What follows belongs to an exercise in optimizing a design on an open flow for small area; a production flow would make more cautious choices.
Where RTL was checked, it was by simulation tests only, not by an equivalence proof against the original.

Setup of zinc:
Design debug_controller, start of the top module:
module debug_controller #(
    parameter BAUD = 625000,  
    parameter CLK_RATE = 10,  
    parameter TIMEOUT  = 1    
    )(
    input logic clk,
    input logic rst,
    input logic srx,
    output logic stx,
    input logic [31:0] pc,
    input logic mcu_busy,
    input logic [31:0] d_rd,
    input logic error,
    output logic [31:0] d_in,
    output logic [31:0] addr,
    output logic pause,
    output logic resume,
    output logic reset,
    output logic reg_rd,
    output logic reg_wr,
    output logic mem_rd,
    output logic mem_wr,
    output logic [1:0] mem_size,
    output logic valid
);
Size in the first run: roughly 1700 cells after synthesis, ~140 I/O pins, about 0.019 mm2 of cells after synthesis.
==> flow/config.mk <==
export PLATFORM = sky130hd
export DESIGN_NAME = debug_controller
export DESIGN_NICKNAME = debug_controller
export VERILOG_FILES = /design/flow/design.v
export SDC_FILE = /design/flow/constraint.sdc
export NUM_CORES = 4
export LEC_CHECK = 0
export CAP_MARGIN = 20
export CORE_MARGIN = 2
export CORE_UTILIZATION = 40
export SLEW_MARGIN = 20
==> flow/constraint.sdc <==
create_clock -name core_clock -period 7.0 [get_ports {clk}]
set_input_delay 1.4000 -clock core_clock [delete_from_list [all_inputs] [get_ports {clk}]]
set_output_delay 1.4000 -clock core_clock [all_outputs]
set_load 0.01 [all_outputs]
standard.sh (not shown) runs the stock make flow with config.mk's settings and CLKGATE_MAP_FILE= SYNTH_SCRIPT=/design/flow/synth_recipe.tcl, a recipe that flattens the netlist after the stock synthesis.
==> flow/flow/run.sh <==
#!/bin/bash
set -euo pipefail
export BUFFER_PORTS_ARGS="-buffer_cell sky130_fd_sc_hd__buf_1"
export CTS_ARGS="-sink_clustering_enable -repair_clock_nets -dont_use_dummy_load -sink_clustering_size 25 -sink_clustering_max_diameter 80 -buf_list {sky130_fd_sc_hd__clkbuf_16}"
bash standard.sh > flow.log 2>&1
zinc has completed all stages; timing, DRC and antenna checks passed.
What juniper does differently from zinc at the input level:
diff --git a/flow/design.v b/flow/design.v
--- a/flow/design.v
+++ b/flow/design.v
@@ -145,52 +145,55 @@
         end
     end
     always_ff @(posedge clk) begin
         if (rst)                              txb <= 0;
         else if (tx_load)                     txb <= 1;
         else if (th == 6'd4 && tr == 8'd160)  txb <= 0;
     end
-    wire [31:0] tx_rx  = rxsr & {{4{!ld_cmd}}, 4'hF, {24{!ld_cmd}}};
-    wire [31:0] tx_drd = {d_rd[7:0], d_rd[15:8], d_rd[23:16], d_rd[31:24]};
-    wire [31:0] tx_ec  = {6'b0, r_ec, 24'b0};
     always_ff @(posedge clk) begin
-        if (tx_load || tx_shift)
-            txsr <= ({32{ld_echo}}  & tx_rx) |
-                    ({32{ld_d}}     & tx_drd) |
-                    ({32{ld_e}}     & tx_ec) |
-                    ({32{tx_shift}} & {1'b0, txsr[31:1]});
+        if (ld_echo)
+            txsr <= ld_cmd ? {4'b0, rxsr[27:24], 24'b0} : rxsr;
+        else if (ld_d)
+            txsr <= {d_rd[7:0], d_rd[15:8], d_rd[23:16], d_rd[31:24]};
+        else if (ld_e)
+            txsr <= {6'b0, r_ec, 24'b0};
+        else if (tx_shift)
+            txsr <= {1'b0, txsr[31:1]};
     end
     always_ff @(posedge clk) begin
         if (rst) stx <= 1'b1;
         else     stx <= !txb || ((tr[7:4] != 4'd0) && ((tr[7:4] > 4'd8) || txsr[0]));
     end
     always_ff @(posedge clk) begin
         if (rst) begin
             ss      <= S_WAIT_CMD;
             s_valid <= 0;
+            r_addr  <= 0;
             r_d_in  <= 0;
             r_cmd   <= 0;
         end
         else begin
             case (ss)
                 S_WAIT_CMD: begin
                     if (rdy) begin
                         if (rxw[3:0] == 4'hF) begin
                             ss     <= S_PROG_RCV;
                             r_cmd  <= 4'hC;
+                            r_addr <= 0;
                         end
                         else begin
                             r_cmd <= rxw[3:0];
                             ss    <= S_ECHO_CMD;
                         end
                     end
                 end
                 S_ECHO_CMD:  if (!txb) ss <= S_WAIT_ADDR;
                 S_WAIT_ADDR: begin
                     if (rdy) begin
+                        r_addr <= rxw;
                         ss     <= S_ECHO_ADDR;
                     end
                     else if (to_wait) ss <= S_WAIT_CMD;
                 end
                 S_ECHO_ADDR: if (!txb) ss <= S_WAIT_DATA;
                 S_WAIT_DATA: begin
                     if (rdy) begin
@@ -217,37 +220,21 @@
                         s_valid <= 1;
                         ss      <= S_PROG_WR;
                     end
                     else if (to_prog) ss <= S_WAIT_CMD;
                 end
                 S_PROG_WR: begin
                     s_valid <= 0;
+                    r_addr  <= r_addr + 4;
                     ss      <= S_PROG_RCV;
                 end
                 default: ss <= S_WAIT_CMD;
             endcase
         end
     end
-    wire        a_clr = (ss == S_WAIT_CMD) && rdy && (rxw[3:0] == 4'hF);
-    wire        a_ld  = (ss == S_WAIT_ADDR) && rdy;
-    wire        a_inc = (ss == S_PROG_WR);
-    logic [29:0] a_nx;
-    logic [30:0] a_cy;
-    always_comb begin
-        a_cy[0] = 1'b1;
-        for (int i = 0; i < 30; i++) begin
-            a_nx[i]   = r_addr[i+2] ^ a_cy[i];
-            a_cy[i+1] = r_addr[i+2] & a_cy[i];
-        end
-    end
-    always_ff @(posedge clk) begin
-        if (rst || a_clr)  r_addr <= 0;
-        else if (a_ld)     r_addr <= rxw;
-        else if (a_inc)    r_addr[31:2] <= a_nx;
-    end
     assign addr = r_addr;
     assign d_in = r_d_in;
     localparam FN_PAUSE        = 4'h1;
     localparam FN_RESUME       = 4'h2;
     localparam FN_RESET        = 4'h4;
     localparam FN_MEM_RD_BYTE  = 4'h6;
     localparam FN_MEM_RD_WORD  = 4'h7;
Notes after the runs:
- juniper reached the end of the flow, and the finished layout is clean on the timing, DRC and antenna checks.
- juniper vs zinc — y dimension of the die climbed slightly
- Between zinc and juniper, the difference in post-CTS setup repair buffer count is negligible.
- Of the two values seen for combinational family with the most area after synthesis, XOR/XNOR gates was produced by zinc and simple AND/OR/NAND/NOR gates by juniper.
- Going from zinc to juniper, cell area reported after detailed placement grew slightly.
- juniper ends up with higher number of cells after detailed placement than zinc does.
- zinc -> juniper: routability congestion estimate increased by a few percent
- Going from zinc to juniper, routed length on met2 grew by a few percent.
- In the final design statistics, juniper uses more standard cells in total than zinc.
- Against zinc, juniper comes in 0.35% higher on final routed wire length divided by cell count.
- [juniper] wire length rose about 4.6% relative to zinc
- Diff zinc and juniper: pre-CTS setup slack lower in zinc
- juniper: final area is about 1.8% higher than what zinc reported.
- Compared with zinc, juniper shows a higher worst setup slack.
- | count of cell types in the netlist | juniper vs zinc | about 3% higher |
- juniper vs zinc, register fraction of the total cell area went down by 0.92 points.
No functional check of the RTL was part of zinc.

-- separate check: timing with driven ports --
In the flow no input, the clock included, has a driving cell. The finished layouts below were timed again as built, in two steps.
Step 1 sets driving cells, clkbuf_16 on the clock port and buf_2 on the other inputs (assumed; they add their load-dependent delay and slew).
Step 2 also shifts input and output timing later by t, the mid clock arrival at the registers, as if the neighbouring blocks saw the same clock.
a / b / c = ideal ports / drivers / drivers and shift; a / b = the first two.
run	shift t [ns]	setup slack, ns	worst setup path after step 2
zinc	0.625	1.062 / 1.062 / 1.062	register to register
juniper	0.619	3.253 / 3.279 / 2.660	input to register
After both steps setup and hold are still met in every run listed. The setup slack of juniper, which loses most, moves by +0.026 ns with the drivers and by -0.593 ns with both steps.
